From an optimization exercise on the open Yosys and OpenROAD flow, aimed at small area and a short achievable clock period; shortcuts taken in it are not production practice.
The RTL was checked by simulation tests, not by an equivalence proof against the original design.
Power and IR drop assume default switching activity.

==> flow/design.v <==
`default_nettype none
module free_list #(
    parameter LEN = 32 + 16,
    parameter LBITS = $clog2(LEN)
) (
    input wire i_clk,
    input wire i_rst_n,
    input wire [LBITS - 1:0] i_ret_p0,
    input wire [LBITS - 1:0] i_ret_p1,
    input wire [LBITS - 1:0] i_ret_p2,
    input wire [LBITS - 1:0] i_ret_p3,
    input wire [2:0] i_ret_count,
    input wire [2:0] i_req_count,
    output reg [LBITS - 1:0] o_req0,
    output reg [LBITS - 1:0] o_req1,
    output reg [LBITS - 1:0] o_req2,
    output reg [LBITS - 1:0] o_req3,
    output reg [2:0] o_req_count,
    output reg [LBITS - 1:0] o_avail_count
);
    localparam NN = 12;    
    reg [47:0] free;
    function automatic [1:0] sadd(input [1:0] x, input [1:0] y);
        sadd = {x[1] | y[1] | (x[0] & y[0]), x[0] | y[0]};
    endfunction
    wire [1:0] ncnt [0:NN - 1];
    wire [1:0] lo0 [0:NN - 1];
    wire [1:0] lo1 [0:NN - 1];
    wire [1:0] hi0 [0:NN - 1];
    wire [1:0] hi1 [0:NN - 1];
    genvar j;
    generate
        for (j = 0; j < NN; j = j + 1) begin : g_nib
            wire a = free[4 * j], b = free[4 * j + 1], c = free[4 * j + 2], d = free[4 * j + 3];
            assign ncnt[j] = {(a & b) | (a & c) | (a & d) | (b & c) | (b & d) | (c & d), a | b | c | d};
            assign lo0[j] = a ? 2'd0 : b ? 2'd1 : c ? 2'd2 : 2'd3;
            assign lo1[j] = (a & b) ? 2'd1 : ((a | b) & c) ? 2'd2 : 2'd3;
            assign hi0[j] = d ? 2'd3 : c ? 2'd2 : b ? 2'd1 : 2'd0;
            assign hi1[j] = (d & c) ? 2'd2 : ((d | c) & b) ? 2'd1 : 2'd0;
        end
    endgenerate
    wire [1:0] sl [0:NN - 1];
    wire [1:0] sh [0:NN - 1];
    wire [1:0] xl [0:NN - 1];    
    wire [1:0] xh [0:NN - 1];    
    generate
        for (j = 0; j < NN; j = j + 1) begin : g_x
            if (j % 4 == 0) begin : g_f
                assign xl[j] = ncnt[j];
            end else begin : g_n
                assign xl[j] = sadd(xl[j - 1], ncnt[j]);
            end
            if (j % 4 == 3) begin : g_hf
                assign xh[j] = ncnt[j];
            end else begin : g_hn
                assign xh[j] = sadd(xh[j + 1], ncnt[j]);
            end
        end
    endgenerate
    wire [1:0] gl1 = xl[3], gl2 = sadd(xl[3], xl[7]);       
    wire [1:0] gh1 = xh[8], gh0 = sadd(xh[8], xh[4]);       
    generate
        for (j = 0; j < NN; j = j + 1) begin : g_s
            if (j < 4) begin : g_0
                assign sl[j] = xl[j];
                assign sh[j] = sadd(gh0, xh[j]);
            end else if (j < 8) begin : g_1
                assign sl[j] = sadd(gl1, xl[j]);
                assign sh[j] = sadd(gh1, xh[j]);
            end else begin : g_2
                assign sl[j] = sadd(gl2, xl[j]);
                assign sh[j] = xh[j];
            end
        end
    endgenerate
    wire [4:0] q = {i_req_count[2], i_req_count[2] | (i_req_count[1] & i_req_count[0]),
                    i_req_count[2] | i_req_count[1], i_req_count != 3'd0, 1'b1};
    wire nl1 = q[1], nl2 = q[3], nh1 = q[2], nh2 = q[4];
    wire [LBITS - 1:0] tl0 [0:NN - 1];
    wire [LBITS - 1:0] tl1 [0:NN - 1];
    wire [LBITS - 1:0] th0 [0:NN - 1];
    wire [LBITS - 1:0] th1 [0:NN - 1];
    wire [47:0] keep;
    generate
        for (j = 0; j < NN; j = j + 1) begin : g_sel
            wire [1:0] pl = (j == 0) ? 2'b00 : sl[j - 1];
            wire [1:0] ph = (j == NN - 1) ? 2'b00 : sh[j + 1];
            wire l0 = ~pl[0], l1 = pl[0] & ~pl[1];    
            wire h0 = ~ph[0], h1 = ph[0] & ~ph[1];
            wire [3:0] nib = j;
            wire sl0 = l0 & ncnt[j][0];
            wire sl1 = (l0 & ncnt[j][1]) | (l1 & ncnt[j][0]);
            wire sh0 = h0 & ncnt[j][0];
            wire sh1 = (h0 & ncnt[j][1]) | (h1 & ncnt[j][0]);
            assign tl0[j] = {LBITS{sl0}} & {nib, lo0[j]};
            assign tl1[j] = {LBITS{sl1}} & {nib, l0 ? lo1[j] : lo0[j]};
            assign th0[j] = {LBITS{sh0}} & {nib, hi0[j]};
            assign th1[j] = {LBITS{sh1}} & {nib, h0 ? hi1[j] : hi0[j]};
            wire a = free[4 * j], b = free[4 * j + 1], c = free[4 * j + 2], d = free[4 * j + 3];
            wire [1:0] rl [0:3];
            wire [1:0] rh [0:3];
            assign rl[0] = pl;
            assign rl[1] = sadd(pl, {1'b0, a});
            assign rl[2] = sadd(pl, {a & b, a | b});
            assign rl[3] = sadd(pl, {(a & b) | (a & c) | (b & c), a | b | c});
            assign rh[3] = ph;
            assign rh[2] = sadd(ph, {1'b0, d});
            assign rh[1] = sadd(ph, {d & c, d | c});
            assign rh[0] = sadd(ph, {(d & c) | (d & b) | (c & b), d | c | b});
            genvar l;
            for (l = 0; l < 4; l = l + 1) begin : g_b
                assign keep[4 * j + l] = free[4 * j + l] &
                                         (~nl1 | rl[l][1] | (rl[l][0] & ~nl2)) &
                                         (~nh1 | rh[l][1] | (rh[l][0] & ~nh2));
            end
        end
    endgenerate
    reg [LBITS - 1:0] cl0, cl1, ch0, ch1;
    integer jj;
    always @(*) begin
        cl0 = 0; cl1 = 0; ch0 = 0; ch1 = 0;
        for (jj = 0; jj < NN; jj = jj + 1) begin
            cl0 = cl0 | tl0[jj];
            cl1 = cl1 | tl1[jj];
            ch0 = ch0 | th0[jj];
            ch1 = ch1 | th1[jj];
        end
    end
    wire [3:0] rv = {i_ret_count[2], i_ret_count[2] | (i_ret_count[1] & i_ret_count[0]),
                     i_ret_count[2] | i_ret_count[1], i_ret_count != 3'd0};
    wire [LBITS - 1:0] rp [0:3];
    assign rp[0] = i_ret_p0;
    assign rp[1] = i_ret_p1;
    assign rp[2] = i_ret_p2;
    assign rp[3] = i_ret_p3;
    wire [5:0] rh [0:3];
    wire [7:0] rl [0:3];
    genvar k, i;
    generate
        for (k = 0; k < 4; k = k + 1) begin : g_pre
            for (i = 0; i < 6; i = i + 1) begin : g_h
                assign rh[k][i] = rv[k] & (rp[k][5:3] == i);
            end
            for (i = 0; i < 8; i = i + 1) begin : g_l
                assign rl[k][i] = rp[k][2:0] == i;
            end
        end
    endgenerate
    wire [47:0] ret;
    generate
        for (i = 0; i < 48; i = i + 1) begin : g_ret
            assign ret[i] = (rh[0][i / 8] & rl[0][i % 8]) | (rh[1][i / 8] & rl[1][i % 8]) |
                            (rh[2][i / 8] & rl[2][i % 8]) | (rh[3][i / 8] & rl[3][i % 8]);
        end
    endgenerate
    wire [4:0] rc1h = {i_ret_count == 3'd4, i_ret_count == 3'd3, i_ret_count == 3'd2,
                       i_ret_count == 3'd1, i_ret_count == 3'd0};
    wire [4:0] qc1h = {i_req_count == 3'd4, i_req_count == 3'd3, i_req_count == 3'd2,
                       i_req_count == 3'd1, i_req_count == 3'd0};
    reg [8:0] dsel;    
    reg [1:0] lo_n;
    reg cup, cdn;
    wire [1:0] alo = o_avail_count[1:0];
    wire [3:0] ahi = o_avail_count[5:2];
    integer ri, qi, m, t;
    always @(*) begin
        dsel = 9'b0;
        for (ri = 0; ri < 5; ri = ri + 1)
            for (qi = 0; qi < 5; qi = qi + 1)
                dsel[ri - qi + 4] = dsel[ri - qi + 4] | (rc1h[ri] & qc1h[qi]);
        lo_n = 2'b0;
        cup = 1'b0;
        cdn = 1'b0;
        for (m = -4; m <= 4; m = m + 1) begin
            lo_n = lo_n | ({2{dsel[m + 4]}} & (alo + m[1:0]));
            t = alo + m;
            cup = cup | (dsel[m + 4] & (t >= 4));
            cdn = cdn | (dsel[m + 4] & (t < 0));
        end
    end
    wire [3:0] ahi_p = ahi + 4'd1;
    wire [3:0] ahi_m = ahi - 4'd1;
    wire [3:0] hi_n = ({4{cup}} & ahi_p) | ({4{cdn}} & ahi_m) | ({4{~cup & ~cdn}} & ahi);
    wire [LBITS - 1:0] avail_n = {hi_n, lo_n};
    always @(posedge i_clk, negedge i_rst_n) begin
        if (!i_rst_n) begin
            free <= {48{1'b1}};
            o_avail_count <= LEN;
            o_req_count <= 3'd0;
        end else begin
            free <= keep | ret;
            o_avail_count <= avail_n;
            o_req_count <= i_req_count;
        end
    end
    always @(posedge i_clk) begin
        o_req0 <= cl0;
        o_req1 <= ch0;
        o_req2 <= cl1;
        o_req3 <= ch1;
    end
endmodule
export LEC_CHECK = 0
export ABC_AREA = 1
export CAP_MARGIN = 20
export CORE_MARGIN = 2
export CORE_UTILIZATION = 40
export CTS_BUF_LIST = sky130_fd_sc_hd__clkbuf_8
export PLACE_DENSITY = 0.75
export SETUP_SLACK_MARGIN = 4.4
export SLEW_MARGIN = 20
export TNS_END_PERCENT = 5
create_clock -name core_clock -period 7.0 [get_ports {i_clk}]
standard.sh (not shown) runs the stock make flow with config.mk's settings and CLKGATE_MAP_FILE= SYNTH_SCRIPT=/design/flow/synth_recipe.tcl, a recipe that flattens the netlist after the stock synthesis.
==> flow/flow/run.sh <==
#!/bin/bash
# The standard layout, with the port buffers made of plain buffers
# (sky130_fd_sc_hd__buf_1) instead of the default delay buffers; the resizer
# may still resize them. Each tool's log is kept under orfs/logs; the make
# output goes to standard.log.
set -euo pipefail
export BUFFER_PORTS_ARGS="-buffer_cell sky130_fd_sc_hd__buf_1"
bash standard.sh finish > standard.log 2>&1
The starting point finished with timing, DRC and antenna clean.
==> next run, changes <==
==> flow/flow/run.sh (replaced) <==
#!/bin/bash
# The standard layout, with the port buffers made of plain buffers
# (sky130_fd_sc_hd__buf_1) instead of the default delay buffers, and with the
# resizer's power recovery after global routing (downsizing gates off the
# critical paths). Each tool's log is kept under orfs/logs; the make output
# goes to standard.log.
set -euo pipefail
export BUFFER_PORTS_ARGS="-buffer_cell sky130_fd_sc_hd__buf_1"
export RECOVER_POWER=100
bash standard.sh finish > standard.log 2>&1
--- a/flow/config.mk
+++ b/flow/config.mk
@@ -13 +13 @@
-export PLACE_DENSITY = 0.75
+export CTS_CLUSTER_SIZE = 40
=> The changed run went through all stages and came out clean. Critical path depth stays the same. Register-to-register slack gets worse by 1.8 ns. Die area stays the same. Design area drops by 0.67%. Cell count went up by 0.50%. Synthesized area stays the same. Power fell by 0.31%. Global-route usage grows by 1.1 points. Clock-buffer cell count is unchanged. Clock skew falls by 0.0071 ns.
==> next run, changes <==
==> flow/flow/run.sh (replaced) <==
#!/bin/bash
# The standard layout with two changes: the port buffers are plain buffers
# (sky130_fd_sc_hd__buf_1) instead of the default delay buffers, and Yosys's ABC
# maps the logic for area with "strash; dch; map -a" (no buffering or
# sizing inside ABC; the resizer does that after placement). The flow scripts
# are copied unchanged apart from that ABC script. Each tool's log is kept under
# orfs/logs; the make output goes to standard.log.
set -euo pipefail
rm -rf scripts
cp -r "$FLOW_HOME/scripts" scripts
printf 'strash\ndch\nmap -a\ntopo\nstime -c\n' > scripts/abc_area.script
export SCRIPTS_DIR="$PWD/scripts"
export BUFFER_PORTS_ARGS="-buffer_cell sky130_fd_sc_hd__buf_1"
bash standard.sh finish > standard.log 2>&1
The new run completed with no timing, DRC or antenna violations.
Global-route usage goes up by 7.2 points.
Cell count goes down by 3.6%.
Synthesized area goes down by 10%.
Cell area goes up by 9.0%.
Flip-flop and latch count stays the same.
==> next run, changes <==
==> flow/flow/run.sh (replaced) <==
#!/bin/bash
# The standard layout, with the port buffers made of plain buffers
# (sky130_fd_sc_hd__buf_1) instead of the default delay buffers; the resizer
# may still resize them. Each tool's log is kept under orfs/logs; the make
# output goes to standard.log.
set -euo pipefail
export BUFFER_PORTS_ARGS="-buffer_cell sky130_fd_sc_hd__buf_1"
bash standard.sh finish > standard.log 2>&1
--- a/flow/config.mk
+++ b/flow/config.mk
@@ -13,2 +13 @@
-export CTS_CLUSTER_SIZE = 40
-export SETUP_SLACK_MARGIN = 4.4
+export SETUP_SLACK_MARGIN = 4.3
=> The new run finished clean. Utilization came out lower by 9.0 points. Sequential cell count is unchanged. Synthesized cell count came out higher by 12%. Sequential share of layout area came out higher by 1.2 points. Sequential power came out lower by 3.3%. Clock-buffer cell count came out higher by 1.

separate check: timing with driven ports:
Ports are ideal in the flow. The routed layouts listed here were re-timed in OpenROAD. Step 1 (the two cells are an assumption about what drives the block):
set clk [get_ports {i_clk}]
set_driving_cell -lib_cell sky130_fd_sc_hd__clkbuf_16 $clk
set_driving_cell -lib_cell sky130_fd_sc_hd__buf_2 [delete_from_list [all_inputs] $clk]
Step 2, shift: input delay + t, output delay - t, t = (earliest + latest rising clock arrival at the registers) / 2. This alone moves slack from input paths to output paths. Three values: no drivers, after step 1, after step 2; two values: the first two.
run | shift t [ns] | setup WS [ns] | hold slack, ns | clock arrival spread, ns | pins driven straight from the clock port
the first run | 0.438 | 4.198 / 4.219 / 3.781 | 0.527 / 0.527 / 0.527 | 0.022 / 0.022 | 1
the second run | 0.439 | 2.518 / 2.518 / 2.518 | 0.526 / 0.526 / 0.526 | 0.015 / 0.015 | 1
the third run | 0.433 | 3.569 / 3.569 / 3.367 | 0.496 / 0.496 / 0.496 | 0.008 / 0.008 | 1
the fourth run | 0.426 | 4.264 / 4.287 / 3.861 | 0.533 / 0.533 / 0.533 | 0.015 / 0.016 | 1
After both steps setup and hold are still met in every run listed. The setup slack of the first run, which loses most, moves by +0.021 ns with the drivers and by -0.417 ns with both steps.
